What follows belongs to an exercise in optimizing a design on an open flow for small area; a production flow would make more cautious choices. In this exercise RTL edits were held to simulation tests only and were not proved equivalent to the original.

==> run P <==
==> flow/design.v (excerpt) <==
module pdm_top (
	input  logic          clk_i,
	input  logic          rstn_i,
	output logic          pdm_clk_o,
    input  logic  [1:0]   cfg_pdm_ch_mode_i,
    input  logic  [9:0]   cfg_pdm_decimation_i,
    input  logic  [2:0]   cfg_pdm_shift_i,
    input  logic          cfg_pdm_en_i,
	input  logic          pdm_ch0_i,
	input  logic          pdm_ch1_i,
	output logic   [15:0] pcm_data_o,
	output logic          pcm_data_valid_o,
	input  logic          pcm_data_ready_i
);
==> module varcic, before the edit <==
module varcic #(
  parameter STAGES = 5,
  parameter ACC_WIDTH = 51,
  parameter LO = 38,
  parameter ARCH = 3
) (
  input  logic             clk_i,
  input  logic             rstn_i,
  input  logic             cfg_en_i,
  input  logic  [1:0]      cfg_ch_num_i,
  input  logic  [9:0]      cfg_decimation_i,
  input  logic  [2:0]      cfg_shift_i,
  input  logic             data_i,
  input  logic             data_valid_i,
  output logic [15:0]      data_o,
  output logic             data_valid_o
);
logic [9:0] r_sample_nr;
logic [9:0] s_sample_nr;
logic [1:0] r_ch_nr;
logic [1:0] s_ch_nr;
logic       r_en;
logic       s_clr;
logic       s_int_first;    
logic       s_comb_first;   
logic       s_int_first_nxt, s_comb_first_nxt;
logic       r_int_sel3, r_int_sel1;     
logic       r_comb_sel3, r_comb_sel1;   
logic       s_long;         
logic       r_hit;          
logic [2:0] r_shift;
logic [STAGES-1:0] r_int_lsb;    
logic [STAGES-2:0] r_comb_lsb;   
logic [STAGES-1:0] s_comb_t0;    
logic       s_last_ch;
logic       s_out_data_valid;
logic [LO-1:0] s_int_lo;
logic [ACC_WIDTH-LO-1:0] s_int_hi;
always_ff @(posedge clk_i)
  r_shift <= cfg_shift_i;
assign s_long = (cfg_ch_num_i == 2'd3);
assign s_clr     = cfg_en_i & !r_en;
assign s_last_ch = (r_ch_nr == cfg_ch_num_i);
always_ff @(posedge clk_i or negedge rstn_i)
begin
  if(~rstn_i)
    r_en <= 'h0;
  else
    r_en <= cfg_en_i;
end
always_comb
begin
  s_sample_nr = r_sample_nr;
  s_ch_nr     = r_ch_nr;
  if (s_clr)
  begin
    s_sample_nr = 0;
    s_ch_nr     = 0;
  end
  else if (data_valid_i)
  begin
    if (s_last_ch)
    begin
      s_ch_nr = 'h0;
      if (r_hit)
        s_sample_nr = 0;
      else
        s_sample_nr = r_sample_nr + 1;
    end
    else
      s_ch_nr = r_ch_nr + 1;
  end
end
always_ff @(posedge clk_i)
begin
  r_sample_nr  <= s_sample_nr;
  r_ch_nr      <= s_ch_nr;
end
always_ff @(posedge clk_i)
  r_hit <= (s_sample_nr == cfg_decimation_i);
assign s_int_first  = ~(r_int_sel3 | r_int_sel1);
assign s_comb_first = ~(r_comb_sel3 | r_comb_sel1);
always_comb
begin
  s_int_first_nxt  = s_int_first;
  s_comb_first_nxt = s_comb_first;
  if (s_clr)
  begin
    s_int_first_nxt  = 1'b1;
    s_comb_first_nxt = 1'b1;
  end
  else if (data_valid_i & s_last_ch)
  begin
    s_int_first_nxt = 1'b0;
    if (r_hit)
      s_comb_first_nxt = 1'b0;
  end
end
always_ff @(posedge clk_i)
begin
  r_int_sel3  <= ~s_int_first_nxt  &  s_long;
  r_int_sel1  <= ~s_int_first_nxt  & ~s_long;
  r_comb_sel3 <= ~s_comb_first_nxt &  s_long;
  r_comb_sel1 <= ~s_comb_first_nxt & ~s_long;
end
assign s_comb_t0[0] = r_int_lsb[STAGES-1];
generate
  for (genvar j = 0; j < STAGES-1; j++) begin : g_comb_t0
    assign s_comb_t0[j+1] = s_comb_t0[j] ^ r_comb_lsb[j];
  end
endgenerate
always_ff @(posedge clk_i)
begin
  if (s_clr)
  begin
    r_int_lsb  <= '0;
    r_comb_lsb <= '0;
  end
  else if (data_valid_i & s_last_ch)
  begin
    r_int_lsb[0] <= ~r_int_lsb[0];
    for (int j = 1; j < STAGES-1; j++)
      r_int_lsb[j] <= r_int_lsb[j] ^ r_int_lsb[j-1];
    r_int_lsb[STAGES-1] <= (r_int_lsb[STAGES-1] & ~r_hit) ^ r_int_lsb[STAGES-2];
    if (r_hit)
      r_comb_lsb <= s_comb_t0[STAGES-2:0];
  end
end
assign s_out_data_valid = data_valid_i & r_hit;
assign data_valid_o     = s_out_data_valid;
cic_integrator #(.WIDTH(ACC_WIDTH), .LO(LO), .STAGES(STAGES), .ARCH(ARCH)) i_int (
  .clk_i   ( clk_i            ),
  .sel3_i  ( r_int_sel3       ),
  .sel1_i  ( r_int_sel1       ),
  .dump_i  ( s_out_data_valid ),
  .data_i  ( data_i           ),
  .lsb_i   ( r_int_lsb        ),
  .lo_o    ( s_int_lo         ),
  .hi_o    ( s_int_hi         )
);
cic_comb #(.WIDTH(ACC_WIDTH), .LO(LO), .STAGES(STAGES), .ARCH(2)) i_comb (
  .clk_i   ( clk_i            ),
  .sel3_i  ( r_comb_sel3      ),
  .sel1_i  ( r_comb_sel1      ),
  .en_i    ( s_out_data_valid ),
  .shift_i ( r_shift          ),
  .lsb_i   ( r_comb_lsb       ),
  .lo_i    ( s_int_lo         ),
  .hi_i    ( s_int_hi         ),
  .data_o  ( data_o           )
);
endmodule
clock: 10.0 ns
lec_check: 0
cap_margin: 20
core_margin: 2
core_utilization: 65
cts_buf_list: sky130_fd_sc_hd__clkbuf_8
cts_cluster_diameter: 60
cts_cluster_size: 18
place_density: 0.75
slew_margin: 20
run.sh (not shown) runs the stock make flow with config.mk's settings and CLKGATE_MAP_FILE= SYNTH_SCRIPT=/design/flow/synth_recipe.tcl, a recipe that flattens the netlist after the stock synthesis.
==> run X: changes against run P <==
--- a/flow/design.v
+++ b/flow/design.v
@@ -273,3 +273,3 @@
   parameter ACC_WIDTH = 51,
-  parameter LO = 38,
+  parameter LO = 35,
   parameter ARCH = 3
==> run summary <==
Die area: run P is higher than run X (about 0.4%). Between run X and run P, the lower worst setup slack is in run P (gap 0.021 ns). Of run P and run X, run X has the higher sequential share of layout area (gap 0.41 points). Of run P and run X, run P has the higher critical path depth (gap 19). Against run X, the fmax of run P is smaller by about 0.23%.

## what the ideal ports hide
In the flow no input, the clock included, has a driving cell. The finished layouts below were timed again as built, in two steps. Step 1 sets driving cells, clkbuf_16 on the clock port and buf_2 on the other inputs (assumed; they add their load-dependent delay and slew). Step 2 adds t to the input delays and takes it off the output delays; t is the mean of the earliest and latest rising clock arrival at the registers after step 1. Input paths then give back, and output paths get back, about the clock's delay inside the block. Three values: no drivers, after step 1, after step 2; two values: the first two.
run | t, ns | setup slack, ns | worst setup path after step 2
run P | 0.911 | 0.656 / 0.656 / 0.656 | register to register
run X | 0.928 | 0.677 / 0.677 / 0.677 | register to register
After both steps every run listed still meets setup and hold.
